Source: an optimization exercise on an open RTL-to-GDS flow (aim: small area and few clock cycles per item). Production flows keep margins and buffers that such runs may drop. In this exercise RTL edits were held to simulation tests only and were not proved equivalent to the original. Power is estimated from default activity; no workload was simulated.

== ember ==
==> flow/design.v <==
module SpiFlash
	(
		input logic			iClk,
		input logic			iRst,
		input logic			iWr,
		input logic 		iRd,
		input logic [31:0]	iAddr,
		input logic [7:0] 	iDataIn,
		output logic [7:0]	oDataOut,
		output logic 		oDone,
		output	logic 		oSpiCs,
		output	logic		oSpiClk,
		output	logic		oSpiMosi,
		input	logic		iSpiMiso
	);
	localparam logic [8:0] CNT_START = 9'd188;
	localparam int N = 33;
	logic [8:0]   rCnt;
	logic         rCs;       
	logic         rBusy;     
	logic         rMosi;
	logic [N-1:0] rRing;
	logic [N-1:0] wLoad;
	wire  [31:0]  wPay = {iAddr[23:0], iDataIn};
	always_comb begin
		wLoad = '0;
		wLoad[27] = iRd;
		for (int q = 0; q < 32; q++)
			wLoad[(8*q + 2) % N] = wPay[31-q];
	end
	wire wLatch = rCnt[2:0] == 3'd0;                
	wire wCapt  = rCnt[8] & (rCnt[2:0] == 3'd3);    
	wire wEnd   = &rCnt[8:2];                       
	wire wStart = ~rBusy & (iRd | iWr);             
	always_ff @(posedge iClk or posedge iRst) begin
		if (iRst) begin
			rCs   <= 1'b1;
			rBusy <= 1'b0;
		end else begin
			rCs   <= rCs ? ~wStart : wEnd;
			rBusy <= ~rCs | wStart;
		end
	end
	wire wCmdLow = ~rCnt[8] & ~(&rCnt[7:3]);        
	wire wCmd6   = ~rCnt[8] & (&rCnt[7:4]) & ~rCnt[3];
	always_ff @(posedge iClk) begin
		rCnt <= rCs ? CNT_START : rCnt + 9'd1;
		rRing <= ~((wLoad | {N{rBusy}}) & ({rRing[0], rRing[N-1:1]} | {N{rCs}}));
		if (rBusy & wCapt)
			rRing[29] <= ~iSpiMiso;
		if (wLatch)
			rMosi <= wCmdLow ? wCmd6 : ~rRing[0];
	end
	assign oSpiMosi = rMosi;
	assign oSpiClk  = rCnt[2] | rCs;
	assign oSpiCs   = rCs;
	assign oDone    = rCs & rBusy;
	assign oDataOut = {rRing[5], rRing[13], rRing[21], rRing[29],
	                   rRing[4], rRing[12], rRing[20], rRing[28]};
endmodule
Settings: LEC_CHECK=0, CAP_MARGIN=20, CORE_MARGIN=2, CORE_UTILIZATION=40, SLEW_MARGIN=20; clock period 10.0 ns.
run.sh (not shown) runs the stock make flow with config.mk's settings and CLKGATE_MAP_FILE= SYNTH_SCRIPT=/design/flow/synth_recipe.tcl, a recipe that flattens the netlist after the stock synthesis.
Testbench counts of ember, summed over its fixed seeds: cycles 155,028, items 480.
#### Input delta (pepper over ember)
==> flow/design.v <==
module SpiFlash
	(
		input logic			iClk,
		input logic			iRst,
		input logic			iWr,
		input logic 		iRd,
		input logic [31:0]	iAddr,
		input logic [7:0] 	iDataIn,
		output logic [7:0]	oDataOut,
		output logic 		oDone,
		output	logic 		oSpiCs,
		output	logic		oSpiClk,
		output	logic		oSpiMosi,
		input	logic		iSpiMiso
	);
	localparam logic [8:0] CNT_START = 9'd188;
	localparam int N = 33;
	logic [8:0]   rCnt;
	logic         rCs;       
	logic         rDone;
	logic         rMosi;
	logic [N-1:0] rRing;
	logic [N-1:0] wLoad;
	wire  [31:0]  wPay = {iAddr[23:0], iDataIn};
	always_comb begin
		wLoad = '0;
		wLoad[27] = iRd;
		for (int q = 0; q < 32; q++)
			wLoad[(8*q + 2) % N] = wPay[31-q];
	end
	wire wLatch = rCnt[2:0] == 3'd0;                
	wire wCapt  = rCnt[8] & (rCnt[2:0] == 3'd3);    
	wire wEnd   = &rCnt[8:2];                       
	always_ff @(posedge iClk or posedge iRst) begin
		if (iRst) begin
			rCs   <= 1'b1;
			rDone <= 1'b0;
		end else begin
			rCs   <= rCs ? ~(iRd | iWr) : wEnd;
			rDone <= ~rCs & wEnd;
		end
	end
	wire wCmdLow = ~rCnt[8] & ~(&rCnt[7:3]);        
	wire wCmd6   = ~rCnt[8] & (&rCnt[7:4]) & ~rCnt[3];
	always_ff @(posedge iClk) begin
		rCnt <= rCs ? CNT_START : rCnt + 9'd1;
		if (rCs)
			rRing <= wLoad;
		else begin
			rRing <= {rRing[0], rRing[N-1:1]};
			if (wCapt)
				rRing[29] <= iSpiMiso;
		end
		if (wLatch)
			rMosi <= wCmdLow ? wCmd6 : rRing[0];
	end
	assign oSpiMosi = rMosi;
	assign oSpiClk  = rCnt[2] | rCs;
	assign oSpiCs   = rCs;
	assign oDone    = rDone;
	assign oDataOut = {rRing[5], rRing[13], rRing[21], rRing[29],
	                   rRing[4], rRing[12], rRing[20], rRing[28]};
endmodule
Results
- Post-route clock period utilization ends up higher on pepper.
- Compared with ember, pepper ends up with more cell area.
- pepper against ember: routed length on met3 saw an increase; detail-routed net length per standard cell decreased by about 10% relative to the old numbers; total power decreased 10%; overall routed net length down 12%; number of nets in the finished design dropped about 1.7%.
- Higher global-route wire length before repair among ember and pepper: ember
- oDone as the timing endpoint of the critical path was reported by ember, and oSpiClk by pepper.
- Re total global routing track utilization: ember and pepper aren't equal, and the lower value belongs to pepper.
- Compared with ember, placement density in the core of pepper is lower.
- Reported for ember and pepper, H-tree depth turned out identical to the last digit.
- Number of instances in the synthesized netlist down 7 in pepper wrt ember
- Across ember and pepper, the outcome is the same: a clean finish for every run.
- Comparing ember and pepper, the higher number of cells traversed by the worst register-to-register path is on ember.
Testbench counts of pepper, summed over its fixed seeds: cycles 155,028, items 480.

re-timing with driven ports:
No port has a modelled driver above. Below, the same layouts with a new extraction and two added sets of constraints. Step 1, drivers: a clkbuf_16 drives iClk and a buf_2 each remaining input, both assumed. Step 2 times the ports against the registers' clock, not the clock port: input delays grow and output delays shrink by t, the midpoint of the rising clock arrivals with the driver on. Slacks: ideal / step 1 / step 2; pairs: ideal / step 1.
run	t, ns	setup WS [ns]	worst register clock-pin slew, ns
ember	0.311	5.889 / 5.864 / 6.176	0.09 / 0.09
pepper	0.312	5.824 / 5.798 / 6.110	0.08 / 0.08
After both steps every run listed still meets setup and hold.
